This is an optimization exercise on Yosys and OpenROAD, whose aim is small area, not a production implementation. In this exercise RTL edits were held to simulation tests only and were not proved equivalent to the original. No activity file was given, so power comes from the tool's default toggle rates.

$ cat flow/run.sh
#!/bin/bash
# synth_recipe.tcl (not shown) runs the flow's synth.tcl, then flattens the netlist and writes it again
# the make line also repeats each setting of config.mk as NAME=value (left out here)
make -C /OpenROAD-flow-scripts/flow DESIGN_CONFIG=/design/flow/config.mk WORK_HOME=/design/flow/orfs CLKGATE_MAP_FILE= SYNTH_SCRIPT=/design/flow/synth_recipe.tcl finish
$ cat flow/config.mk
export PLATFORM = sky130hd
export DESIGN_NAME = top
export DESIGN_NICKNAME = top
export VERILOG_FILES = /design/flow/design.v
export SDC_FILE = /design/flow/constraint.sdc
export NUM_CORES = 4
export LEC_CHECK = 0
export CAP_MARGIN = 20
export CORE_MARGIN = 2
export CORE_UTILIZATION = 40
export SLEW_MARGIN = 20
$ cat flow/constraint.sdc
create_clock -name core_clock -period 20.0 [get_ports {clk}]
set_input_delay 4.0000 -clock core_clock [delete_from_list [all_inputs] [get_ports {clk}]]
set_output_delay 4.0000 -clock core_clock [all_outputs]
set_load 0.01 [all_outputs]
$ cat flow/design.v
`timescale 1ns/1ps
module uart_tx (output reg uart_txd,             
                output reg tx_done,              
                input wire clk,                  
                input wire rst_n,                
                input wire tx_enable,            
                input wire [7:0] uart_data_in);  
    parameter CLK_F    = 50_000_000;        
    parameter UART_BPS = 115200;            
    parameter CLK_GOAL = CLK_F / UART_BPS;  
    reg tx_enable_0;       
    reg tx_enable_1;       
    reg [31:0] clk_count;  
    reg [3:0] tx_count;    
    reg [7:0] tx_data;     
    reg tx_flag;           
    wire start_flag;  
    assign start_flag = (~tx_enable_1) & tx_enable_0;
    always @(posedge clk or negedge rst_n) begin
        if (!rst_n) begin
            tx_enable_0 <= 1'b0;
            tx_enable_1 <= 1'b0;
        end
        else begin
            tx_enable_0 <= tx_enable;
            tx_enable_1 <= tx_enable_0;
        end
    end
    always @(posedge clk or negedge rst_n) begin
        if (!rst_n) begin
            tx_flag <= 1'b0;
            tx_data <= 8'd0;
        end
        else begin
            if (start_flag) begin         
                tx_flag <= 1'b1;          
                tx_data <= uart_data_in;  
            end
            else if (tx_count == 4'd10) begin  
                tx_flag  <= 1'b0;              
                tx_data	 <= 8'd0;              
            end
            else begin
                tx_flag  <= tx_flag;
                tx_data	 <= tx_data;
            end
        end
    end
    always @(posedge clk or negedge rst_n) begin
        if (!rst_n) begin
            clk_count <= 32'd0;
            tx_count  <= 4'd0;
        end
        else if (tx_flag) begin                    
            if (clk_count < (CLK_GOAL - 1)) begin  
                clk_count <= clk_count + 1'b1;
                tx_count  <= tx_count;
            end
            else begin                         
                clk_count <= 32'd0;            
                tx_count  <= tx_count + 1'b1;  
            end
        end
        else begin  
            clk_count <= 32'd0;
            tx_count  <= 4'd0;
        end
    end
    always @(posedge clk or negedge rst_n) begin
        if (!rst_n) begin
            uart_txd <= 1'b1;
        end
        else if (tx_flag) begin  
            case (tx_count)      
                4'd0:
                uart_txd <= 1'b0;  
                4'd1:
                uart_txd <= tx_data[0];  
                4'd2:
                uart_txd <= tx_data[1];
                4'd3:
                uart_txd <= tx_data[2];
                4'd4:
                uart_txd <= tx_data[3];
                4'd5:
                uart_txd <= tx_data[4];
                4'd6:
                uart_txd <= tx_data[5];
                4'd7:
                uart_txd <= tx_data[6];
                4'd8:
                uart_txd <= tx_data[7];  
                default:
                uart_txd <= 1'b1;  
            endcase
        end
        else begin             
            uart_txd <= 1'b1;  
        end
    end
    always @(posedge clk or negedge rst_n) begin
        if (!rst_n) begin
            tx_done <= 1'b0;
        end
        else if (tx_count == 4'd10) begin  
            tx_done <= 1'b1;               
        end
        else begin
            tx_done <= 1'b0;
        end
    end
endmodule  
`timescale 1ns/1ps
module uart_rx (output reg [7:0] uart_data_out,  
                output reg uart_done,            
                input wire clk,                  
                input wire rst_n,                
                input wire uart_rxd);            
parameter CLK_F    = 50_000_000;        
parameter UART_BPS = 115200;            
parameter CLK_GOAL = CLK_F / UART_BPS;  
reg uart_rxd_1;        
reg [31:0] clk_count;  
reg [3:0] rx_count;    
reg [7:0] rx_data;     
reg rx_flag;           
wire start_flag;  
assign start_flag = uart_rxd_1 & (~uart_rxd);
always @(posedge clk or negedge rst_n) begin
    if (!rst_n) begin
        uart_rxd_1 <= 1'b1;
    end
    else begin
        uart_rxd_1 <= uart_rxd;
    end
end
always @(posedge clk or negedge rst_n) begin
    if (!rst_n) begin
        rx_flag <= 1'b0;
    end
    else begin
        if (start_flag) begin  
            rx_flag <= 1'b1;   
        end
        else if (rx_count == 4'd10) begin  
            rx_flag <= 1'b0;               
        end
        else begin
            rx_flag <= rx_flag;
        end
    end
end
always @(posedge clk or negedge rst_n) begin
    if (!rst_n) begin
        clk_count <= 32'd0;
        rx_count  <= 4'd0;
    end
    else if (rx_flag) begin                    
        if (clk_count < (CLK_GOAL - 1)) begin  
            clk_count <= clk_count + 1'b1;
            rx_count  <= rx_count;
        end
        else begin                         
            clk_count <= 32'd0;            
            rx_count  <= rx_count + 1'b1;  
        end
    end
    else begin  
        clk_count <= 32'd0;
        rx_count  <= 4'd0;
    end
end
always @(posedge clk or negedge rst_n) begin
    if (!rst_n) begin
        rx_data <= 8'd0;
    end
    else if (rx_flag) begin                     
        if (clk_count == (CLK_GOAL / 2)) begin  
            case (rx_count)
                4'd1:
                rx_data[0] <= uart_rxd;  
                4'd2:
                rx_data[1] <= uart_rxd;
                4'd3:
                rx_data[2] <= uart_rxd;
                4'd4:
                rx_data[3] <= uart_rxd;
                4'd5:
                rx_data[4] <= uart_rxd;
                4'd6:
                rx_data[5] <= uart_rxd;
                4'd7:
                rx_data[6] <= uart_rxd;
                4'd8:
                rx_data[7] <= uart_rxd;  
                default:
                rx_data <= rx_data;
            endcase
        end
        else begin  
            rx_data <= rx_data;
        end
    end
    else begin  
        rx_data <= 8'd0;
    end
end
always @(posedge clk or negedge rst_n) begin
    if (!rst_n) begin
        uart_data_out <= 8'd0;
        uart_done     <= 1'b0;
    end
    else if (rx_count == 4'd10) begin  
        uart_data_out <= rx_data;      
        uart_done     <= 1'b1;         
    end
    else begin
        uart_data_out <= uart_data_out;
        uart_done     <= 1'b0;
    end
end
endmodule  
`timescale 1ns/1ps
module data_in_64_to_8 (output reg [7:0] data_8,    
                        output reg tx_enable,       
                        input wire clk,             
                        input wire rst_n,           
                        input wire [63:0] data_64,  
                        input wire data_in_enable,  
                        input wire manual_start);   
reg [63:0] data;       
reg [3:0] state;       
reg data_in_enable_1;  
reg manual_start_1;    
wire start_flag;  
assign start_flag = (((~data_in_enable_1) & data_in_enable) || ((~manual_start_1) & manual_start));
always @(posedge clk or negedge rst_n) begin
    if (!rst_n) begin
        data_in_enable_1 <= 1'b0;
        manual_start_1   <= 1'b0;
    end
    else begin
        data_in_enable_1 <= data_in_enable;
        manual_start_1   <= manual_start;
    end
end
always @(posedge clk or negedge rst_n) begin
    if (!rst_n) begin
        state <= 4'd8;
        data  <= 64'd0;
    end
    else if (start_flag) begin   
        if (state > 4'd6) begin  
            state <= 4'd0;       
            data  <= data_64;    
        end
        else begin
            state <= state + 1'b1;  
            data  <= data;
        end
    end
    else begin  
        state <= state;
        data  <= data;
    end
end
always @(posedge clk or negedge rst_n) begin
    if (!rst_n) begin
        data_8 <= 8'd0;
    end
    else begin
        case (state)  
            4'd0:
            data_8 <= data[7:0];  
            4'd1:
            data_8 <= data[15:8];
            4'd2:
            data_8 <= data[23:16];
            4'd3:
            data_8 <= data[31:24];
            4'd4:
            data_8 <= data[39:32];
            4'd5:
            data_8 <= data[47:40];
            4'd6:
            data_8 <= data[55:48];
            4'd7:
            data_8 <= data[63:56];  
            default:
            data_8 <= 8'd0;
        endcase
    end
end
always @(posedge clk or negedge rst_n)  begin
    if (!rst_n) begin
        tx_enable <= 1'b0;
    end
    else if (start_flag) begin  
        tx_enable <= 1'b1;      
    end
    else begin
        tx_enable <= 1'b0;
    end
end
endmodule  
`timescale 1ns/1ps
module data_out_8_to_64 (output reg [63:0] data_64,    
                         output reg data_out_done,     
                         input wire clk,               
                         input wire rst_n,             
                         input wire [7:0] data_8,      
                         input wire data_out_enable);  
reg [7:0] data_in;      
reg [63:0] data_out;    
reg [3:0] state;        
reg data_out_enable_1;  
wire start_flag;  
assign start_flag = (~data_out_enable_1) & data_out_enable;
always @(posedge clk or negedge rst_n) begin
    if (!rst_n) begin
        data_out_enable_1 <= 1'b0;
    end
    else begin
        data_out_enable_1 <= data_out_enable;
    end
end
always @(posedge clk or negedge rst_n) begin
    if (!rst_n) begin
        state   <= 4'd8;
        data_in <= 8'd0;
    end
    else if (start_flag) begin   
        data_in <= data_8;       
        if (state > 4'd6) begin  
            state <= 4'd0;       
        end
        else begin
            state <= state + 1'b1;  
        end
    end
    else begin  
        state   <= state;
        data_in <= data_in;
    end
end
always @(posedge clk or negedge rst_n) begin
    if (!rst_n) begin
        data_out <= 64'd0;
    end
    else begin
        case (state)  
            4'd0:
            data_out[7:0] <= data_in;  
            4'd1:
            data_out[15:8] <= data_in;
            4'd2:
            data_out[23:16] <= data_in;
            4'd3:
            data_out[31:24] <= data_in;
            4'd4:
            data_out[39:32] <= data_in;
            4'd5:
            data_out[47:40] <= data_in;
            4'd6:
            data_out[55:48] <= data_in;
            4'd7:
            data_out[63:56] <= data_in;  
            default:
            data_out <= 64'd0;
        endcase
    end
end
always @(posedge clk or negedge rst_n) begin
    if (!rst_n) begin
        data_out_done <= 1'd0;
    end
    else if (state == 4'd7) begin  
        data_out_done <= 1'd1;     
    end
    else begin
        data_out_done <= 1'd0;
    end
end
always @(posedge clk or negedge rst_n) begin
    if (!rst_n) begin
        data_64 <= 64'd0;
    end
    else if (data_out_done == 1'd1) begin  
        data_64 <= data_out;               
    end
    else begin
        data_64 <= data_64;
    end
end
endmodule  
`timescale 1ns/1ps
module top_in (output wire uart_txd,       
               input wire clk,             
               input wire rst_n,           
               input wire [63:0] data_64,  
               input wire manual_start);   
    parameter CLK_F    = 50_000_000      ;
    parameter UART_BPS = 115200          ;
    parameter CLK_GOAL = CLK_F / UART_BPS;
    wire [7:0] data_8;  
    wire tx_done;       
    wire tx_enable;     
    data_in_64_to_8  u_data_in_64_to_8 (
    .clk                     (clk),
    .rst_n                   (rst_n),
    .data_64                 (data_64),
    .data_in_enable          (tx_done),
    .manual_start            (manual_start),
    .data_8                  (data_8),
    .tx_enable               (tx_enable)
    );
    uart_tx #(
    .CLK_F    (CLK_F),
    .UART_BPS (UART_BPS),
    .CLK_GOAL (CLK_F / UART_BPS))
    u_uart_tx (
    .clk                     (clk),
    .rst_n                   (rst_n),
    .tx_enable               (tx_enable),
    .uart_data_in            (data_8),
    .uart_txd                (uart_txd),
    .tx_done                 (tx_done)
    );
endmodule  
`timescale 1ns/1ps
module top_out (output wire [63:0] data_64,  
                output wire data_out_done,   
                input wire clk,              
                input wire rst_n,            
                input wire uart_rxd);        
parameter CLK_F    = 50_000_000      ;
parameter UART_BPS = 115200          ;
parameter CLK_GOAL = CLK_F / UART_BPS;
wire [7:0] uart_data_out;  
wire uart_done;            
uart_rx #(
.CLK_F    (CLK_F),
.UART_BPS (UART_BPS),
.CLK_GOAL (CLK_F / UART_BPS))
u_uart_rx (
.clk                     (clk),
.rst_n                   (rst_n),
.uart_rxd                (uart_rxd),
.uart_data_out           (uart_data_out),
.uart_done               (uart_done)
);
data_out_8_to_64  u_data_out_8_to_64 (
.clk                     (clk),
.rst_n                   (rst_n),
.data_8                  (uart_data_out),
.data_out_enable         (uart_done),
.data_64                 (data_64),
.data_out_done           (data_out_done)
);
endmodule  
`timescale 1ns/1ps
module top (output wire uart_txd,            
            output wire [63:0] data_out_64,  
            output wire data_out_done,       
            input wire clk,                  
            input wire rst_n,                
            input wire [63:0] data_in_64,    
            input wire manual_start,         
            input wire uart_rxd);            
    parameter CLK_F    = 50_000_000      ;
    parameter UART_BPS = 115200          ;
    parameter CLK_GOAL = CLK_F / UART_BPS;
    top_in #(
    .CLK_F    (CLK_F),
    .UART_BPS (UART_BPS),
    .CLK_GOAL (CLK_F / UART_BPS))
    u_top_in (
    .clk                     (clk),
    .rst_n                   (rst_n),
    .data_64                 (data_in_64),
    .manual_start            (manual_start),
    .uart_txd                (uart_txd)
    );
    top_out #(
    .CLK_F    (CLK_F),
    .UART_BPS (UART_BPS),
    .CLK_GOAL (CLK_F / UART_BPS))
    u_top_out (
    .clk                     (clk),
    .rst_n                   (rst_n),
    .uart_rxd                (uart_rxd),
    .data_64                 (data_out_64),
    .data_out_done           (data_out_done)
    );
endmodule  
==> results of run 1 <==
metrics by stage:
step	instance area [um^2]	total power [mW]	hold slack (ns)	util, %	instances
floorplan	13100	1.13	0.331	-	1120
global placement	14800	1.25	0.333	46.7	1606
detailed placement	14800	1.26	0.335	46.7	1606
CTS	15900	1.89	0.361	50.2	1665
global route	15900	1.98	0.396	50.2	1665
finish	15900	1.87	0.361	50.2	1665
flip-flops by register name (all words and copies together), names as in the netlist, 4 cells and up:
signal                                 count
u_top_in.u_data_in_64_to_8.data           64
u_top_out.u_data_out_8_to_64.data_64      64
u_top_out.u_data_out_8_to_64.data_out     64
u_top_in.u_uart_tx.clk_count              32
u_top_out.u_uart_rx.clk_count             32
u_top_in.u_data_in_64_to_8.data_8          8
u_top_in.u_uart_tx.tx_data                 8
u_top_out.u_data_out_8_to_64.data_in       8
u_top_out.u_uart_rx.rx_data                8
u_top_out.u_uart_rx.uart_data_out          8
u_top_in.u_data_in_64_to_8.state           4
u_top_in.u_uart_tx.tx_count                4
u_top_out.u_data_out_8_to_64.state         4
u_top_out.u_uart_rx.rx_count               4
worst max-delay path by stage:
stage,endpoint,slack [ns],cells after the start
floorplan,u_top_in.u_data_in_64_to_8.data[10],14.85,6
global placement,u_top_out.u_uart_rx.rx_data[3],13.81,3
detailed placement,u_top_out.u_uart_rx.rx_data[3],13.77,3
CTS,u_top_out.u_data_out_8_to_64.data_in[4],14.31,3
global route,u_top_out.u_data_out_8_to_64.data_out[34],14.01,3
finish,u_top_in.u_data_in_64_to_8.data[62],14.36,7
cells by family (layout without fill, tap and decap cells):
group           count (synthesis)  after routing  share of synthesized area [%]
fa+ha+maj                      21             21                           2.03
mux                           153            153                           13.1
other cells                     1             46                         0.0289
compound gates                155            155                           7.30
simple gates                  326            326                           11.3
xor+xnor                       15             15                           1.01
buf+inv                        79            222                           2.51
flops                         325            325                           62.7
layer usage:
layer  global-route usage (%)  up-vias  wire length (um)
met1                     25.0     3973             13300
met3                     3.30       38              1220
met2                     24.0      173             11600
li1                         -     3974                 -
met4                     3.97        0               453
met5                        0        -                 0
cell usage in the layout (no fill, tap or decap), types with 9 or more instances in the layout:
cell,instances
dfrtp_1,320
nand2_1,207
mux2_2,138
clkdlybuf4s50_1,132
o21ai_0,85
conb_1,46
clkbuf_16,37
nor2_1,34
inv_1,24
ha_1,21
nand3_1,17
mux2i_1,15
a21oi_1,13
clkbuf_1,13
nand2b_1,12
nor3_1,11
a22oi_1,10
nor4_1,10
xnor2_1,9
worst register-to-register path, stage by stage, from the launching register on:
cell,delay [ns]
dfrtp_1,0.45
inv_1,0.11
ha_1,0.73
nor3_2,0.17
o21ai_4,0.16
buf_4,0.66
mux2_2,0.47
final cells by class:
type	count	area, um^2	area share (%)
clock buffer	55	1040	6.55
clock inverter	4	51.3	0.322
inverter	24	90.1	0.566
multi-input combinational	716	4700	29.5
sequential	325	8140	51.1
tap	402	503	3.16
timing repair buffer	139	1390	8.75
power by group through the flow:
stage	logic, mW	clock network (mW)	registers, mW
after global routing	0.473	0.666	0.845
after detailed placement	0.419	0	0.843
after floorplan	0.317	0	0.816
after global placement	0.411	0	0.841
final	0.420	0.616	0.832
after CTS	0.422	0.633	0.832
==> impl_metrics.prom, run 1 <==
# TYPE chip_impl_metric gauge
chip_impl_metric{name="pwr-share-seq",unit="%"} 44.6
chip_impl_metric{name="timing.hold.worst_path_depth",unit=""} 0
chip_impl_info{name="crit_slowest_cell",value="buf_4"} 1
chip_impl_metric{name="finalCritPeriodShare",unit="%"} 28.2
chip_impl_metric{name="crit_fanout",unit=""} 64
chip_impl_metric{name="slew_violations",unit=""} 0
chip_impl_metric{name="synthesis.instances",unit=""} 1075
chip_impl_metric{name="critical_path_arrival",unit="ns"} 6.02
chip_impl_metric{name="crit_required",unit="ns"} 20.38
chip_impl_metric{name="timing.max_cap.violations",unit=""} 0
chip_impl_metric{name="ys_warn_count",unit=""} 4
chip_impl_metric{name="fmax",unit="MHz"} 177
chip_impl_metric{name="yosysTopAreaCellShare",unit="%"} 61.9
chip_impl_metric{name="fraction_of_the_yosys_area_taken_by_sequential_cells",unit="%"} 62.7
chip_impl_metric{name="initial_utilization",unit="%"} 40.9
chip_impl_metric{name="final_nets",unit=""} 1330
chip_impl_metric{name="final.setup.worst_slack",unit="ns"} 14.36
chip_impl_info{name="critPathMostFrequentCell",value="inv_1"} 1
chip_impl_info{name="criticalPathCategory",value="in2reg"} 1
chip_impl_info{name="synth_area_leader_cell",value="dfrtp_1"} 1
chip_impl_metric{name="synthArstFlopShare",unit="%"} 100
chip_impl_metric{name="port_buffers",unit=""} 133
chip_impl_info{name="worst_setup_path_end_kind",value="register"} 1
chip_impl_metric{name="power.share.switching",unit="%"} 30.0
chip_impl_info{name="root_buffer",value="clkbuf_16"} 1
chip_impl_metric{name="crit_buf_inv",unit=""} 4
chip_impl_metric{name="placeableCoreArea",unit="um^2"} 31700
chip_impl_metric{name="die-area",unit="um^2"} 33900
chip_impl_metric{name="vias_per_cell",unit=""} 4.90
chip_impl_metric{name="avgRoutedWirePerCell",unit="um"} 16.0
chip_impl_info{name="critical_path.top_delay_family",value="buffers and inverters"} 1
chip_impl_metric{name="num_rows",unit=""} 65
chip_impl_metric{name="clock-skew-final",unit="ns"} 0.0263
chip_impl_metric{name="slowest_delay",unit="ns"} 0.66
chip_impl_metric{name="grt.total_usage",unit="%"} 16.4
chip_impl_metric{name="layout-area-overhead-vs-synth",unit="%"} 22.7
chip_impl_metric{name="number_of_h_tree_branching_levels",unit=""} 2
chip_impl_metric{name="synth-seq-cells",unit=""} 325
chip_impl_info{name="outcome",value="finished clean"} 1
chip_impl_metric{name="number_of_distinct_library_cell_variants_in_the_gate_level_netlist_after_synthesis",unit=""} 54
chip_impl_metric{name="drc",unit=""} 0
chip_impl_info{name="setup.worst_path.start",value="manual_start"} 1
chip_impl_metric{name="dr.pass1.iters",unit=""} 5
chip_impl_metric{name="irDropWorstVdd",unit="V"} 0.0000532
chip_impl_metric{name="cts_buffers",unit=""} 35
chip_impl_metric{name="power.leakage",unit="nW"} 7.15
chip_impl_metric{name="vias",unit=""} 8158
chip_impl_info{name="timing.critical_path.from_type",value="primary input"} 1
chip_impl_metric{name="grt_start_max_net_pins",unit=""} 157
chip_impl_info{name="critical_path.cell_chain",value="clkdlybuf4s50_1 -> inv_1 -> o22a_1 -> inv_1 -> o21ai_4 -> buf_4 -> mux2_2"} 1
chip_impl_metric{name="layout_cells_sized_above_1",unit="%"} 16.9
chip_impl_metric{name="finalWirelength",unit="mm"} 26.6
chip_impl_metric{name="switching_pwr",unit="mW"} 0.560
chip_impl_metric{name="routabilityCongestion",unit=""} 0.768
chip_impl_info{name="synthFlopType",value="dfrtp_1"} 1
chip_impl_metric{name="synth_enable_flop_cells",unit=""} 0
chip_impl_info{name="synthTopCellsByCount",value="dfrtp_1, nand2_1, mux2_2"} 1
chip_impl_metric{name="clockBufferDepth",unit=""} 3
chip_impl_metric{name="synth.cell_area",unit="um^2"} 13000
chip_impl_metric{name="timing.setup.tns",unit="ns"} 0
chip_impl_metric{name="drt_iter0_markers",unit=""} 507
chip_impl_metric{name="filler_cell_count",unit=""} 2832
chip_impl_metric{name="clk-insertion-delay-late",unit="ns"} 0.51
chip_impl_metric{name="cell_internal_pwr",unit="mW"} 1.31
chip_impl_metric{name="worst_slew_margin_rel",unit="%"} 33.1
chip_impl_metric{name="worst_pin_slew",unit="ns"} 1.00
chip_impl_metric{name="cellPowerDensity",unit="nW/um^2"} 117
chip_impl_metric{name="cts_sinks",unit=""} 325
chip_impl_info{name="min-delay-path-class",value="reg2reg"} 1
chip_impl_metric{name="final_count_of_negative_setup_slack_endpoints",unit=""} 0
chip_impl_info{name="grt_setup_unrepaired",value="no"} 1
chip_impl_metric{name="cts_resized",unit=""} 0
chip_impl_metric{name="min_clock_period_post_route",unit="ns"} 5.64
chip_impl_metric{name="antenna_violating_nets_post_route",unit=""} 0
chip_impl_metric{name="r2r.worst_path.cells",unit=""} 6
chip_impl_metric{name="antenna-diode-count",unit=""} 0
chip_impl_info{name="r2r-end",value="u_top_in.u_data_in_64_to_8.data[62]"} 1
chip_impl_metric{name="cts.reportedPaths.clkPinSlew",unit="ns"} 0.06
chip_impl_metric{name="total_half_perimeter_wirelength_after_legalization_and_detailed_placement",unit="mm"} 17.3
chip_impl_metric{name="dieHeight",unit="um"} 184
chip_impl_metric{name="ff_to_ff_setup_slack",unit="ns"} 17.16
chip_impl_metric{name="die_w",unit="um"} 184
chip_impl_metric{name="placement.setup.worst_slack",unit="ns"} 13.77
chip_impl_metric{name="hold_buffers",unit=""} 0
chip_impl_metric{name="wire_length_of_the_first_global_routing_pass",unit="mm"} 44.6
chip_impl_info{name="timing.rr.start",value="u_top_in.u_data_in_64_to_8.state[0]"} 1
chip_impl_metric{name="p_clk_share",unit="%"} 33.0
chip_impl_metric{name="report.final.hold_viol_count",unit=""} 0
chip_impl_metric{name="power_frac_comb",unit="%"} 22.5
chip_impl_metric{name="grt_pass1_vias",unit=""} 8256
chip_impl_metric{name="antenna_found_initial",unit=""} 0
chip_impl_info{name="synthMostInstantiatedCell",value="dfrtp_1"} 1
chip_impl_metric{name="syn_area_per_cell",unit="um^2"} 12.1
chip_impl_metric{name="boundaryPins",unit=""} 134
chip_impl_metric{name="post-cts-setup-buffers",unit=""} 0
chip_impl_info{name="cts_tree",value="done"} 1
chip_impl_info{name="ys_top_cells_by_area",value="dfrtp_1, mux2_2, nand2_1, o21ai_0, ha_1"} 1
chip_impl_info{name="timing.hold.worst_endpoint",value="u_top_in.u_uart_tx.tx_enable_0"} 1
chip_impl_info{name="hold_start",value="u_top_in.u_data_in_64_to_8.tx_enable"} 1
chip_impl_metric{name="global_route.overflow_total",unit=""} 0
==> run 2, diff against run 1 <==
==> flow/design.v (replaced) <==
`timescale 1ns/1ps
module top (output reg         uart_txd,
            output reg  [63:0] data_out_64,
            output reg         data_out_done,
            input  wire        clk,
            input  wire        rst_n,
            input  wire [63:0] data_in_64,
            input  wire        manual_start,
            input  wire        uart_rxd);
    parameter CLK_F    = 50_000_000;
    parameter UART_BPS = 115200;
    parameter CLK_GOAL = CLK_F / UART_BPS;     
    localparam [8:0] LAST   = CLK_GOAL - 1;
    localparam [8:0] SAMPLE = CLK_GOAL / 2;
    reg        ms_1;         
    reg  [2:0] t_state;      
    reg [63:0] t_word;       
    reg  [7:0] t_byte;       
    reg        t_en, t_en0, t_en1;
    reg        t_flag;
    reg  [8:0] t_clk;
    reg  [3:0] t_cnt;
    reg  [7:0] t_data;
    wire t_next  = (t_cnt == 4'd10 && t_clk == 9'd1) || (manual_start && !ms_1);
    wire t_start = t_en0 && !t_en1;
    always @(posedge clk or negedge rst_n)
        if (!rst_n) begin
            ms_1    <= 1'b0;
            t_state <= 3'd7;
            t_en    <= 1'b0;
            t_en0   <= 1'b0;
            t_en1   <= 1'b0;
            t_flag  <= 1'b0;
            t_clk   <= 9'd0;
            t_cnt   <= 4'd0;
            uart_txd <= 1'b1;
        end else begin
            ms_1  <= manual_start;
            t_en  <= t_next;
            t_en0 <= t_en;
            t_en1 <= t_en0;
            if (t_next)
                t_state <= t_state + 3'd1;
            if (t_start)
                t_flag <= 1'b1;
            else if (t_cnt == 4'd10)
                t_flag <= 1'b0;
            if (!t_flag) begin
                t_clk <= 9'd0;
                t_cnt <= 4'd0;
            end else if (t_clk != LAST) begin
                t_clk <= t_clk + 9'd1;
            end else begin
                t_clk <= 9'd0;
                t_cnt <= t_cnt + 4'd1;
            end
            if (!t_flag)
                uart_txd <= 1'b1;
            else case (t_cnt)
                4'd0: uart_txd <= 1'b0;
                4'd1: uart_txd <= t_data[0];
                4'd2: uart_txd <= t_data[1];
                4'd3: uart_txd <= t_data[2];
                4'd4: uart_txd <= t_data[3];
                4'd5: uart_txd <= t_data[4];
                4'd6: uart_txd <= t_data[5];
                4'd7: uart_txd <= t_data[6];
                4'd8: uart_txd <= t_data[7];
                default: uart_txd <= 1'b1;
            endcase
        end
    always @(posedge clk) begin
        if (t_next && t_state == 3'd7)
            t_word <= data_in_64;
        t_byte <= t_word[t_state*8 +: 8];
        if (t_start)
            t_data <= t_byte;
    end
    reg        rxd_1;
    reg        r_flag;
    reg  [8:0] r_clk;
    reg  [3:0] r_cnt;
    reg [63:0] r_shift;      
    reg  [3:0] r_state;      
    reg        done_1;       
    wire r_sample = r_clk == SAMPLE && r_cnt >= 4'd1 && r_cnt <= 4'd8;
    wire r_byte   = r_cnt == 4'd10 && r_clk == 9'd1;    
    always @(posedge clk or negedge rst_n)
        if (!rst_n) begin
            rxd_1   <= 1'b1;
            r_flag  <= 1'b0;
            r_clk   <= 9'd0;
            r_cnt   <= 4'd0;
            r_state <= 4'd8;
            data_out_done <= 1'b0;
            done_1  <= 1'b0;
            data_out_64 <= 64'd0;
        end else begin
            rxd_1 <= uart_rxd;
            if (rxd_1 && !uart_rxd)
                r_flag <= 1'b1;
            else if (r_cnt == 4'd10)
                r_flag <= 1'b0;
            if (!r_flag) begin
                r_clk <= 9'd0;
                r_cnt <= 4'd0;
            end else if (r_clk != LAST) begin
                r_clk <= r_clk + 9'd1;
            end else begin
                r_clk <= 9'd0;
                r_cnt <= r_cnt + 4'd1;
            end
            if (r_byte)
                r_state <= (r_state[3] || r_state[2:0] == 3'd7) ? 4'd0 : r_state + 4'd1;
            data_out_done <= r_state == 4'd7;
            done_1 <= data_out_done;
            if (data_out_done && !done_1)
                data_out_64 <= r_shift;
        end
    always @(posedge clk)
        if (r_sample)
            r_shift <= {uart_rxd, r_shift[63:1]};
endmodule
--- a/flow/config.mk
+++ b/flow/config.mk
@@ -7,5 +7,6 @@
 export LEC_CHECK = 0
 export CAP_MARGIN = 20
 export CORE_MARGIN = 2
-export CORE_UTILIZATION = 40
+export CORE_UTILIZATION = 60
+export CTS_BUF_LIST = sky130_fd_sc_hd__clkbuf_2 sky130_fd_sc_hd__clkbuf_4
 export SLEW_MARGIN = 20
==> impl_metrics.prom, run 2 <==
# TYPE chip_impl_metric gauge
chip_impl_info{name="worst_setup_path_end_kind",value="output port"} 1
chip_impl_metric{name="ff_to_ff_setup_slack",unit="ns"} 16.84
chip_impl_metric{name="final.setup.worst_slack",unit="ns"} 14.29
chip_impl_metric{name="antenna_violating_nets_post_route",unit=""} 0
chip_impl_info{name="timing.critical_path.from_type",value="register"} 1
chip_impl_metric{name="filler_cell_count",unit=""} 924
chip_impl_metric{name="slew_violations",unit=""} 0
chip_impl_info{name="final_common_cell",value="edfxtp_1"} 1
chip_impl_metric{name="cts.reportedPaths.clkPinSlew",unit="ns"} 0.07
chip_impl_info{name="critical_path.top_delay_family",value="flip-flops"} 1
chip_impl_metric{name="dr.pass1.iters",unit=""} 4
chip_impl_metric{name="final_count_of_negative_setup_slack_endpoints",unit=""} 0
chip_impl_metric{name="cellPowerDensity",unit="nW/um^2"} 96.8
chip_impl_metric{name="synth-seq-cells",unit=""} 251
chip_impl_metric{name="timing.setup.tns",unit="ns"} 0
chip_impl_metric{name="total_half_perimeter_wirelength_after_legalization_and_detailed_placement",unit="mm"} 10.5
chip_impl_metric{name="power.leakage",unit="nW"} 4.60
chip_impl_metric{name="routabilityCongestion",unit=""} 0.784
chip_impl_metric{name="timing.max_cap.violations",unit=""} 0
chip_impl_metric{name="syn_area_per_cell",unit="um^2"} 17.6
chip_impl_metric{name="report.final.hold_viol_count",unit=""} 0
chip_impl_metric{name="grt.total_usage",unit="%"} 21.0
chip_impl_info{name="outcome",value="finished clean"} 1
chip_impl_metric{name="num_rows",unit=""} 45
chip_impl_metric{name="hold_buffers",unit=""} 0
chip_impl_metric{name="timing.critical_path.depth",unit=""} 1
chip_impl_metric{name="drc",unit=""} 0
chip_impl_metric{name="yosysTopAreaCellShare",unit="%"} 43.8
chip_impl_metric{name="final_nets",unit=""} 791
chip_impl_metric{name="fraction_of_the_yosys_area_taken_by_sequential_cells",unit="%"} 74.4
chip_impl_metric{name="min_clock_period_post_route",unit="ns"} 5.71
chip_impl_metric{name="layout-area-overhead-vs-synth",unit="%"} 24.7
chip_impl_metric{name="clockBufferDepth",unit=""} 3
chip_impl_metric{name="clock-skew-final",unit="ns"} 0.0379
chip_impl_metric{name="cts_buffers",unit=""} 61
chip_impl_metric{name="ys_warn_count",unit=""} 1
chip_impl_metric{name="drt_iter0_markers",unit=""} 339
chip_impl_metric{name="vias_per_cell",unit=""} 5.47
chip_impl_metric{name="die_w",unit="um"} 129
chip_impl_metric{name="fmax",unit="MHz"} 175
chip_impl_info{name="cts_tree",value="done"} 1
chip_impl_metric{name="die-area",unit="um^2"} 16500
chip_impl_metric{name="placement.setup.worst_slack",unit="ns"} 13.71
chip_impl_info{name="synthMostInstantiatedCell",value="edfxtp_1"} 1
chip_impl_metric{name="irDropWorstVdd",unit="V"} 0.0000498
chip_impl_metric{name="finalWirelength",unit="mm"} 16.4
chip_impl_metric{name="cts_sinks",unit=""} 251
chip_impl_metric{name="antenna_found_initial",unit=""} 1
chip_impl_metric{name="crit_fanout",unit=""} 1
chip_impl_metric{name="initial_utilization",unit="%"} 61.3
chip_impl_metric{name="clk-insertion-delay-late",unit="ns"} 0.68
chip_impl_info{name="crit_slowest_cell",value="dfstp_2"} 1
chip_impl_info{name="timing.rr.start",value="t_clk[1]"} 1
chip_impl_metric{name="crit_required",unit="ns"} 16.00
chip_impl_metric{name="synthArstFlopShare",unit="%"} 42.6
chip_impl_info{name="grt_setup_unrepaired",value="no"} 1
chip_impl_metric{name="avgRoutedWirePerCell",unit="um"} 17.4
chip_impl_info{name="synthTopCellsByCount",value="edfxtp_1, dfrtp_1, mux2_2"} 1
chip_impl_metric{name="placeableCoreArea",unit="um^2"} 15200
chip_impl_info{name="setup.worst_path.start",value="uart_txd"} 1
chip_impl_metric{name="vias",unit=""} 5176
chip_impl_info{name="ys_top_cells_by_area",value="edfxtp_1, dfrtp_1, mux2_2, mux4_2, ha_1"} 1
chip_impl_metric{name="global_route.overflow_total",unit=""} 0
chip_impl_metric{name="wire_length_of_the_first_global_routing_pass",unit="mm"} 27.0
chip_impl_metric{name="number_of_distinct_library_cell_variants_in_the_gate_level_netlist_after_synthesis",unit=""} 43
chip_impl_metric{name="number_of_h_tree_branching_levels",unit=""} 2
chip_impl_info{name="layout.cells.most_common_list",value="edfxtp_1, clkdlybuf4s50_1, dfrtp_1"} 1
chip_impl_metric{name="post-cts-setup-buffers",unit=""} 0
chip_impl_metric{name="crit_buf_inv",unit=""} 1
chip_impl_metric{name="critical_path_arrival",unit="ns"} 1.71
chip_impl_metric{name="dieHeight",unit="um"} 129
chip_impl_info{name="min-delay-path-class",value="reg2reg"} 1
chip_impl_info{name="criticalPathCategory",value="reg2out"} 1
chip_impl_metric{name="grt_pass1_vias",unit=""} 5506
chip_impl_metric{name="synthesis.instances",unit=""} 528
chip_impl_info{name="synth_area_leader_cell",value="edfxtp_1"} 1
chip_impl_metric{name="cts_resized",unit=""} 0
chip_impl_metric{name="slowest_delay",unit="ns"} 0.52
chip_impl_metric{name="r2r.worst_path.cells",unit=""} 6
chip_impl_metric{name="layout_cells_sized_above_1",unit="%"} 26.9
chip_impl_metric{name="boundaryPins",unit=""} 134
chip_impl_info{name="critical_path.cell_chain",value="clkdlybuf4s50_1"} 1
chip_impl_metric{name="worst_pin_slew",unit="ns"} 0.894
chip_impl_metric{name="timing.hold.worst_path_depth",unit=""} 0
chip_impl_metric{name="worst_slew_margin_rel",unit="%"} 40.4
chip_impl_info{name="layout_top_registers",value="data_out_64: 64 flops, r_shift: 64 flops, t_word: 64 flops"} 1
chip_impl_metric{name="grt_start_max_net_pins",unit=""} 70
chip_impl_metric{name="port_buffers",unit=""} 133
chip_impl_info{name="root_buffer",value="clkbuf_4"} 1
chip_impl_info{name="synthFlopType",value="edfxtp_1"} 1
chip_impl_metric{name="finalCritPeriodShare",unit="%"} 28.5
chip_impl_metric{name="synth.cell_area",unit="um^2"} 9320
chip_impl_info{name="hold_start",value="t_en0"} 1
chip_impl_metric{name="synth_enable_flop_cells",unit=""} 136
-- run 2: path summary, 6_finish.rpt --
path / end
worst max register to register: t_word[43]
worst min-delay path: t_en1
min in group asynchronous: data_out_64[48]
worst min register to register: t_en1
worst max-delay path: uart_txd
max in group asynchronous: data_out_64[14]
-- run 2: power breakdown --
part           switching, mW  total [mW]  internal (mW)
Combinational         0.0331      0.0985         0.0654
Sequential            0.0377       0.618          0.580
Clock                  0.192       0.409          0.217
-- run 2: layer usage --
layer | track usage, % | part of all wire (%)
met1 | 28.4 | 44
met2 | 33.1 | 48
met3 | 6.44 | 6.2
met4 | 7.16 | 1.8
met5 | 0 | 0
-- run 2: cell families (layout without fill, tap and decap cells) --
group | count (synthesis) | after routing | share of synthesized area [%]
DFF | 251 | 251 | 74.4
muxes | 95 | 95 | 13.4
and+or+nand+nor | 74 | 74 | 4.81
AOI/OAI and AO/OA | 45 | 45 | 2.74
buffers and inverters | 39 | 267 | 1.80
adders and majority gates | 17 | 17 | 2.28
xor gates and xnor gates | 7 | 7 | 0.658
other | 0 | 2 | 0
-- run 2: stage by stage --
step                      cells  area (um^2)  util (%)  power (mW)  hold WS (ns)
final                       946        11600      76.4        1.13         0.374
after global routing        945        11600      76.4        1.18         0.385
after CTS                   944        11600      76.4        1.14         0.382
after detailed placement    831        10800      71.2       0.729         0.372
after global placement      831        10800      71.2       0.725         0.355
after floorplan             528         9320         -       0.692         0.331
-- run 2: layout make-up --
class | count | area, um^2 | area share (%)
antenna | 2 | 5.00 | 0.0431
clock buffer | 96 | 721 | 6.20
clock inverter | 17 | 63.8 | 0.549
sequential | 251 | 6930 | 59.6
timing repair buffer | 137 | 1360 | 11.7
inverter | 17 | 63.8 | 0.549
tap | 188 | 235 | 2.02
multi-input combinational | 238 | 2240 | 19.3
-- run 2: worst reg2reg max path, cell delays in order, from the launching register on --
cell and delay [ns]:
dfrtp_1 0.41, inv_1 0.07, ha_1 0.14, nor4b_1 0.53, a32oi_1 0.42, nor2b_4 0.66, buf_4 0.54
==> run 3, diff against run 2 <==
--- a/flow/config.mk
+++ b/flow/config.mk
@@ -7,6 +7,6 @@
 export LEC_CHECK = 0
 export CAP_MARGIN = 20
 export CORE_MARGIN = 2
-export CORE_UTILIZATION = 60
-export CTS_BUF_LIST = sky130_fd_sc_hd__clkbuf_2 sky130_fd_sc_hd__clkbuf_4
+export CORE_UTILIZATION = 40
+export CTS_BUF_LIST = sky130_fd_sc_hd__clkbuf_4
 export SLEW_MARGIN = 20
==> impl_metrics.prom, run 3 <==
# TYPE chip_impl_metric gauge
chip_impl_metric{name="boundaryPins",unit=""} 134
chip_impl_metric{name="final_nets",unit=""} 799
chip_impl_metric{name="fin_hold_ws",unit="ns"} 0.356
chip_impl_info{name="crit_slowest_cell",value="clkdlybuf4s50_1"} 1
chip_impl_metric{name="grt_start_max_net_pins",unit=""} 77
chip_impl_metric{name="critical_path_arrival",unit="ns"} 1.66
chip_impl_metric{name="wire_length_of_the_first_global_routing_pass",unit="mm"} 26.9
chip_impl_info{name="synthTopCellsByCount",value="edfxtp_1, dfrtp_1, mux2_2"} 1
chip_impl_metric{name="drt_iter0_markers",unit=""} 206
chip_impl_metric{name="fraction_of_the_yosys_area_taken_by_sequential_cells",unit="%"} 74.4
chip_impl_metric{name="vias_per_cell",unit=""} 4.80
chip_impl_info{name="synthFlopType",value="edfxtp_1"} 1
chip_impl_metric{name="avgRoutedWirePerCell",unit="um"} 15.3
chip_impl_metric{name="ys_warn_count",unit=""} 1
chip_impl_metric{name="cts_resized",unit=""} 0
chip_impl_info{name="synth_top_family_by_area",value="multiplexers"} 1
chip_impl_metric{name="placeableCoreArea",unit="um^2"} 22800
chip_impl_metric{name="cts_sinks",unit=""} 251
chip_impl_metric{name="antenna_violating_nets_post_route",unit=""} 0
chip_impl_metric{name="switching_pwr",unit="mW"} 0.269
chip_impl_metric{name="syn_area_per_cell",unit="um^2"} 17.6
chip_impl_metric{name="slowest_delay",unit="ns"} 0.52
chip_impl_metric{name="final_count_of_negative_setup_slack_endpoints",unit=""} 0
chip_impl_metric{name="hold_buffers",unit=""} 0
chip_impl_metric{name="die-area",unit="um^2"} 24500
chip_impl_metric{name="power_frac_comb",unit="%"} 8.0
chip_impl_info{name="worst_setup_path_end_kind",value="output port"} 1
chip_impl_metric{name="min_clock_period_post_route",unit="ns"} 5.66
chip_impl_metric{name="synth-compound-area-share",unit="%"} 2.74
chip_impl_metric{name="slew_violations",unit=""} 0
chip_impl_metric{name="dr.pass1.iters",unit=""} 4
chip_impl_metric{name="power.leakage",unit="nW"} 4.74
chip_impl_metric{name="clock-skew-final",unit="ns"} 0.0364
chip_impl_metric{name="use_met3",unit="%"} 4.93
chip_impl_info{name="critical_path.cell_chain",value="clkdlybuf4s50_1"} 1
chip_impl_info{name="min-delay-path-class",value="reg2reg"} 1
chip_impl_metric{name="finalWirelength",unit="mm"} 16.6
chip_impl_metric{name="port_buffers",unit=""} 133
chip_impl_metric{name="yosysTopAreaCellShare",unit="%"} 43.8
chip_impl_metric{name="antenna-diode-count",unit=""} 0
chip_impl_metric{name="grt_use_met2",unit="%"} 21.4
chip_impl_info{name="outcome",value="finished clean"} 1
chip_impl_info{name="final_common_cell",value="edfxtp_1"} 1
chip_impl_metric{name="worst_pin_slew",unit="ns"} 0.842
chip_impl_metric{name="simple_gate_share_of_the_synthesized_area",unit="%"} 4.81
chip_impl_metric{name="grt.total_usage",unit="%"} 14.0
chip_impl_info{name="criticalPathCategory",value="reg2out"} 1
chip_impl_metric{name="irDropWorstVdd",unit="V"} 0.0000521
chip_impl_metric{name="drc",unit=""} 0
chip_impl_metric{name="finalCritPeriodShare",unit="%"} 28.3
chip_impl_metric{name="synthesis.instances",unit=""} 528
chip_impl_info{name="synth_area_leader_cell",value="edfxtp_1"} 1
chip_impl_info{name="critical_path.top_delay_family",value="buffers and inverters"} 1
chip_impl_info{name="layout_top_registers",value="data_out_64: 64 flops, r_shift: 64 flops, t_word: 64 flops"} 1
chip_impl_metric{name="timing.max_cap.violations",unit=""} 0
chip_impl_metric{name="vias",unit=""} 5184
chip_impl_metric{name="clk-insertion-delay-late",unit="ns"} 0.65
chip_impl_metric{name="crit_buf_inv",unit=""} 1
chip_impl_metric{name="post-cts-setup-buffers",unit=""} 0
chip_impl_info{name="layout.cells.most_common_list",value="edfxtp_1, clkdlybuf4s50_1, clkbuf_4"} 1
chip_impl_metric{name="number_of_h_tree_branching_levels",unit=""} 3
chip_impl_metric{name="cellPowerDensity",unit="nW/um^2"} 102
chip_impl_metric{name="synthAdderAreaFrac",unit="%"} 2.28
chip_impl_metric{name="crit_required",unit="ns"} 16.00
chip_impl_metric{name="grt_use_met1",unit="%"} 17.8
chip_impl_metric{name="worst_slew_margin_rel",unit="%"} 43.9
chip_impl_metric{name="power.share.switching",unit="%"} 21.9
chip_impl_metric{name="dieHeight",unit="um"} 157
chip_impl_metric{name="cell_internal_pwr",unit="mW"} 0.961
chip_impl_metric{name="synth_xor_xnor_area_share",unit="%"} 0.658
chip_impl_metric{name="total_half_perimeter_wirelength_after_legalization_and_detailed_placement",unit="mm"} 10.6
chip_impl_metric{name="synth-seq-cells",unit=""} 251
chip_impl_info{name="grt_setup_unrepaired",value="no"} 1
chip_impl_metric{name="crit_fanout",unit=""} 1
chip_impl_metric{name="report.final.hold_viol_count",unit=""} 0
chip_impl_info{name="synthMostInstantiatedCell",value="edfxtp_1"} 1
chip_impl_metric{name="grt_pass1_vias",unit=""} 5429
chip_impl_metric{name="num_rows",unit=""} 55
chip_impl_metric{name="routabilityCongestion",unit=""} 0.740
chip_impl_metric{name="initial_utilization",unit="%"} 40.9
chip_impl_metric{name="layout_cells_sized_above_1",unit="%"} 29.3
chip_impl_metric{name="postLayoutCoreUtil",unit="%"} 52.8
chip_impl_metric{name="die_w",unit="um"} 157
chip_impl_metric{name="layout-area-overhead-vs-synth",unit="%"} 29.0
chip_impl_metric{name="clockBufferDepth",unit=""} 3
chip_impl_metric{name="pwr-share-seq",unit="%"} 50.2
chip_impl_metric{name="fmax",unit="MHz"} 177
chip_impl_info{name="timing.critical_path.from_type",value="register"} 1
chip_impl_info{name="ys_top_cells_by_area",value="edfxtp_1, dfrtp_1, mux2_2, mux4_2, ha_1"} 1
chip_impl_metric{name="synth.cell_area",unit="um^2"} 9320
chip_impl_metric{name="antenna_found_initial",unit=""} 0
chip_impl_metric{name="global_route.overflow_total",unit=""} 0
chip_impl_metric{name="number_of_distinct_library_cell_variants_in_the_gate_level_netlist_after_synthesis",unit=""} 43
chip_impl_info{name="cts_tree",value="done"} 1
chip_impl_metric{name="synth_enable_flop_cells",unit=""} 136
chip_impl_info{name="most_crowded_layer_gr",value="met2"} 1
chip_impl_metric{name="p_clk_share",unit="%"} 41.8
chip_impl_metric{name="cts.reportedPaths.clkPinSlew",unit="ns"} 0.06
chip_impl_metric{name="synthArstFlopShare",unit="%"} 42.6
chip_impl_metric{name="cts_buffers",unit=""} 68
chip_impl_info{name="root_buffer",value="clkbuf_4"} 1
chip_impl_metric{name="yosys-mux-area-fraction",unit="%"} 13.4
chip_impl_metric{name="timing.setup.tns",unit="ns"} 0
run 3: area by class of cell:
type / count / area (um^2)
Clock buffer: 111 / 833
Clock inverter: 12 / 183
Fill cell: 1873 / 10800
Inverter: 17 / 63.8
Multi-Input combinational cell: 238 / 2240
Sequential cell: 251 / 6930
Tap cell: 313 / 392
Timing Repair Buffer: 138 / 1380
run 3: worst paths after layout:
| check | start | to | slack (ns) | cells past startpoint |
|---|---|---|---|---|
| worst max-delay path | uart_txd | uart_txd | 14.34 | 1 |
| worst min-delay path | t_en | t_en0 | 0.36 | 0 |
| worst max register to register | t_clk[1] | t_word[54] | 17.13 | 6 |
| worst min register to register | t_en | t_en0 | 0.36 | 0 |
| max in group asynchronous | rst_n | uart_txd | 15.53 | 3 |
| min in group asynchronous | rst_n | data_out_64[17] | 3.31 | 1 |
run 3: through the flow:
| stage | setup slack (ns) | instances | total power, mW | instance area [um^2] |
|---|---|---|---|---|
| floorplan | 7.97 | 528 | 0.692 | 9320 |
| global placement | 14.15 | 956 | 0.726 | 11000 |
| detailed placement | 14.08 | 956 | 0.730 | 11000 |
| CTS | 14.25 | 1079 | 1.26 | 12000 |
| global route | 14.23 | 1080 | 1.30 | 12000 |
| finish | 14.34 | 1080 | 1.23 | 12000 |
run 3: logic make-up (layout without fill, tap and decap cells):
group | after synthesis | in the layout
flops | 251 | 251
buf+inv | 39 | 278
simple gates | 74 | 74
xor+xnor | 7 | 7
fa+ha+maj | 17 | 17
compound gates | 45 | 45
mux | 95 | 95
run 3: metal layers:
| layer | vias up | part of all wire (%) |
|---|---|---|
| met2 | 176 | 45 |
| met3 | 21 | 7.4 |
| met1 | 2577 | 45 |
| met4 | 0 | 1.8 |
| li1 | 2410 | - |
| met5 | - | 0 |
run 3: power groups by stage:
stage | Clock (mW) | Combinational, mW | Sequential (mW)
final | 0.514 | 0.0985 | 0.617
after global routing | 0.563 | 0.110 | 0.624
after CTS | 0.536 | 0.101 | 0.620
after detailed placement | 0 | 0.0999 | 0.631
after global placement | 0 | 0.0974 | 0.628
after floorplan | 0 | 0.0938 | 0.598
==> run 4, diff against run 3 <==
--- a/flow/config.mk
+++ b/flow/config.mk
@@ -8,5 +8,4 @@
 export CAP_MARGIN = 20
 export CORE_MARGIN = 2
 export CORE_UTILIZATION = 40
-export CTS_BUF_LIST = sky130_fd_sc_hd__clkbuf_4
 export SLEW_MARGIN = 20
==> impl_metrics.prom, run 4 <==
# TYPE chip_impl_metric gauge
chip_impl_info{name="outcome",value="finished clean"} 1
chip_impl_metric{name="final_nets",unit=""} 757
chip_impl_metric{name="drt_iter0_markers",unit=""} 225
chip_impl_metric{name="number_of_h_tree_branching_levels",unit=""} 1
chip_impl_metric{name="postPlaceCellArea",unit="um^2"} 11000
chip_impl_info{name="critical_path.top_delay_family",value="buffers and inverters"} 1
chip_impl_metric{name="timing.hold.worst_path_depth",unit=""} 0
chip_impl_metric{name="wire_length_of_the_first_global_routing_pass",unit="mm"} 26.2
chip_impl_metric{name="routabilityCongestion",unit=""} 0.740
chip_impl_info{name="root_buffer",value="clkbuf_16"} 1
chip_impl_metric{name="power.leakage",unit="nW"} 4.57
chip_impl_metric{name="hold_buffers",unit=""} 0
chip_impl_metric{name="ff_to_ff_setup_slack",unit="ns"} 17.10
chip_impl_metric{name="crit_required",unit="ns"} 16.00
chip_impl_info{name="hold_start",value="t_en"} 1
chip_impl_metric{name="cts_buffers",unit=""} 27
chip_impl_info{name="synth_area_leader_cell",value="edfxtp_1"} 1
chip_impl_info{name="r2r-end",value="t_word[43]"} 1
chip_impl_info{name="crit_slowest_cell",value="clkdlybuf4s50_1"} 1
chip_impl_info{name="synthMostInstantiatedCell",value="edfxtp_1"} 1
chip_impl_metric{name="cts_resized",unit=""} 0
chip_impl_metric{name="worst_slew_margin_rel",unit="%"} 42.9
chip_impl_metric{name="synthesis.instances",unit=""} 528
chip_impl_metric{name="cts_sinks",unit=""} 251
chip_impl_metric{name="crit_buf_inv",unit=""} 1
chip_impl_metric{name="yosysTopAreaCellShare",unit="%"} 43.8
chip_impl_info{name="timing.critical_path.from_type",value="register"} 1
chip_impl_metric{name="grt_pass1_vias",unit=""} 5020
chip_impl_metric{name="critical_path_arrival",unit="ns"} 1.54
chip_impl_metric{name="worst_pin_slew",unit="ns"} 0.857
chip_impl_metric{name="vias",unit=""} 4954
chip_impl_metric{name="clockBufferDepth",unit=""} 3
chip_impl_info{name="critical_path.cell_chain",value="clkdlybuf4s50_1"} 1
chip_impl_metric{name="avgRoutedWirePerCell",unit="um"} 16.1
chip_impl_metric{name="initial_utilization",unit="%"} 40.9
chip_impl_metric{name="fmax",unit="MHz"} 180
chip_impl_metric{name="boundaryPins",unit=""} 134
chip_impl_metric{name="slew_violations",unit=""} 0
chip_impl_metric{name="grt_start_max_net_pins",unit=""} 77
chip_impl_metric{name="crit_fanout",unit=""} 1
chip_impl_metric{name="fraction_of_the_yosys_area_taken_by_sequential_cells",unit="%"} 74.4
chip_impl_metric{name="antenna_violating_nets_post_route",unit=""} 0
chip_impl_metric{name="min_clock_period_post_route",unit="ns"} 5.54
chip_impl_metric{name="drc",unit=""} 0
chip_impl_metric{name="port_buffers",unit=""} 133
chip_impl_metric{name="slowest_delay",unit="ns"} 0.52
chip_impl_metric{name="finalWirelength",unit="mm"} 16.2
chip_impl_metric{name="layout_cells_sized_above_1",unit="%"} 21.4
chip_impl_metric{name="vias_per_cell",unit=""} 4.93
chip_impl_metric{name="irDropWorstVdd",unit="V"} 0.0000580
chip_impl_metric{name="antenna-diode-count",unit=""} 0
chip_impl_info{name="layout_top_registers",value="data_out_64: 64 flops, r_shift: 64 flops, t_word: 64 flops"} 1
chip_impl_metric{name="synthArstFlopShare",unit="%"} 42.6
chip_impl_info{name="ys_top_cells_by_area",value="edfxtp_1, dfrtp_1, mux2_2, mux4_2, ha_1"} 1
chip_impl_metric{name="timing.max_cap.violations",unit=""} 0
chip_impl_metric{name="finalInstanceArea",unit="um^2"} 11900
chip_impl_metric{name="synth.cell_area",unit="um^2"} 9320
chip_impl_info{name="synthTopCellsByCount",value="edfxtp_1, dfrtp_1, mux2_2"} 1
chip_impl_metric{name="layout-area-overhead-vs-synth",unit="%"} 27.6
chip_impl_metric{name="dieHeight",unit="um"} 157
chip_impl_metric{name="cellPowerDensity",unit="nW/um^2"} 102
chip_impl_info{name="grt_setup_unrepaired",value="no"} 1
chip_impl_info{name="timing.hold.worst_endpoint",value="t_en0"} 1
chip_impl_metric{name="placed_cells_incl_taps",unit=""} 956
chip_impl_metric{name="post-cts-setup-buffers",unit=""} 0
chip_impl_metric{name="placeableCoreArea",unit="um^2"} 22800
chip_impl_metric{name="clock-skew-final",unit="ns"} 0.0112
chip_impl_metric{name="cts.reportedPaths.clkPinSlew",unit="ns"} 0.06
chip_impl_metric{name="num_rows",unit=""} 55
chip_impl_metric{name="timing.setup.tns",unit="ns"} 0
chip_impl_metric{name="synth-seq-cells",unit=""} 251
chip_impl_metric{name="antenna_found_initial",unit=""} 0
chip_impl_metric{name="r2r.worst_path.cells",unit=""} 6
chip_impl_metric{name="final_count_of_negative_setup_slack_endpoints",unit=""} 0
chip_impl_metric{name="dr.pass1.iters",unit=""} 4
chip_impl_info{name="layout.cells.most_common_list",value="edfxtp_1, clkdlybuf4s50_1, dfrtp_1"} 1
chip_impl_metric{name="report.final.hold_viol_count",unit=""} 0
chip_impl_metric{name="number_of_distinct_library_cell_variants_in_the_gate_level_netlist_after_synthesis",unit=""} 43
chip_impl_info{name="synthFlopType",value="edfxtp_1"} 1
chip_impl_metric{name="syn_area_per_cell",unit="um^2"} 17.6
chip_impl_metric{name="synth_enable_flop_cells",unit=""} 136
chip_impl_metric{name="finalCritPeriodShare",unit="%"} 27.7
chip_impl_metric{name="global_route.overflow_total",unit=""} 0
chip_impl_metric{name="ys_warn_count",unit=""} 1
chip_impl_metric{name="die_w",unit="um"} 157
chip_impl_metric{name="grt.total_usage",unit="%"} 13.3
chip_impl_info{name="timing.rr.start",value="t_clk[1]"} 1
chip_impl_metric{name="clk-insertion-delay-late",unit="ns"} 0.51
chip_impl_info{name="worst_setup_path_end_kind",value="output port"} 1
chip_impl_metric{name="fin_cells",unit=""} 1005
chip_impl_info{name="min-delay-path-class",value="reg2reg"} 1
chip_impl_metric{name="die-area",unit="um^2"} 24500
chip_impl_info{name="cts_tree",value="done"} 1
chip_impl_metric{name="total_half_perimeter_wirelength_after_legalization_and_detailed_placement",unit="mm"} 10.6
chip_impl_info{name="criticalPathCategory",value="reg2out"} 1
chip_impl_info{name="setup.worst_path.start",value="uart_txd"} 1
chip_impl_info{name="final_common_cell",value="edfxtp_1"} 1
-- run 4: cell counts after synthesis --
Identical to the previous run, type by type.
-- run 4: logic make-up after synthesis --
kind of cell	share of synthesized area, %
AOI/OAI and AO/OA	2.74
xor gates and xnor gates	0.658
adders and majority gates	2.28
buffers and inverters	1.80
DFF	74.4
muxes	13.4
and+or+nand+nor	4.81
-- run 4: worst max-delay path by stage --
stage,endpoint,slack [ns],depth (start not counted)
after floorplan,r_shift[0],7.97,4
after global placement,t_word[50],14.15,4
after detailed placement,t_word[54],14.08,4
after CTS,uart_txd,14.43,1
after global routing,uart_txd,14.41,1
final,uart_txd,14.46,1
-- run 4: layer usage --
layer / routed length (um) / part of all wire, % / vias to the layer above / track usage, %
li1: - / - / 2287 / -
met1: 7610 / 47 / 2484 / 18.6
met2: 7230 / 45 / 156 / 20.9
met3: 992 / 6.1 / 27 / 3.18
met4: 361 / 2.2 / 0 / 3.76
met5: 0 / 0 / - / 0
-- run 4: area by class of cell --
| class | instances | area [um^2] |
|---|---|---|
| clock buffer | 34 | 742 |
| clock inverter | 15 | 154 |
| fill | 1842 | 10900 |
| inverter | 17 | 63.8 |
| multi-input combinational | 238 | 2240 |
| sequential | 251 | 6930 |
| tap | 313 | 392 |
| timing repair buffer | 137 | 1360 |
-- run 4: report_power, final --
group / internal (mW) / switching (mW)
combinational: 0.0655 / 0.0324
clock: 0.300 / 0.193
sequential: 0.580 / 0.0377
-- run 4: through the flow --
stage	worst slack, ns	hold WS, ns	utilization [%]	power, mW
2_1_floorplan	7.97	0.331	-	0.692
3_3_place_gp	14.15	0.335	48.2	0.726
3_5_place_dp	14.08	0.338	48.2	0.730
4_1_cts	14.43	0.354	52.2	1.23
5_1_grt	14.41	0.359	52.2	1.26
6_report	14.46	0.354	52.2	1.21
-- run 4: worst reg2reg max path: stages, from the launching register on --
cell	delay [ns]
dfrtp_1	0.42
inv_1	0.08
ha_1	0.16
nor4b_1	0.60
a32oi_1	0.44
nor2b_4	0.19
buf_4	0.61

[afterwards: timing with drivers on the ports]
No port has a modelled driver above. Below, the same layouts with a new extraction and two added sets of constraints. Step 1, drivers: a clkbuf_16 drives clk and a buf_2 each remaining input, both assumed. Step 2, shift: input delay + t, output delay - t, t = (earliest + latest rising clock arrival at the registers) / 2. This alone moves slack from input paths to output paths. Three values: no drivers, after step 1, after step 2; two values: the first two.
run	t (ns)	setup slack, ns	worst data-port slew with drivers (ns)
run 1	0.546	14.361 / 14.389 / 13.843	0.07
run 2	0.695	14.291 / 14.253 / 13.720	0.05
run 3	0.657	14.338 / 14.303 / 14.073	0.04
run 4	0.552	14.458 / 14.414 / 14.095	0.04
After both steps every run listed still meets setup and hold. For run 2, which loses most, drivers alone change the setup slack by -0.038 ns; drivers and shift together by -0.571 ns.
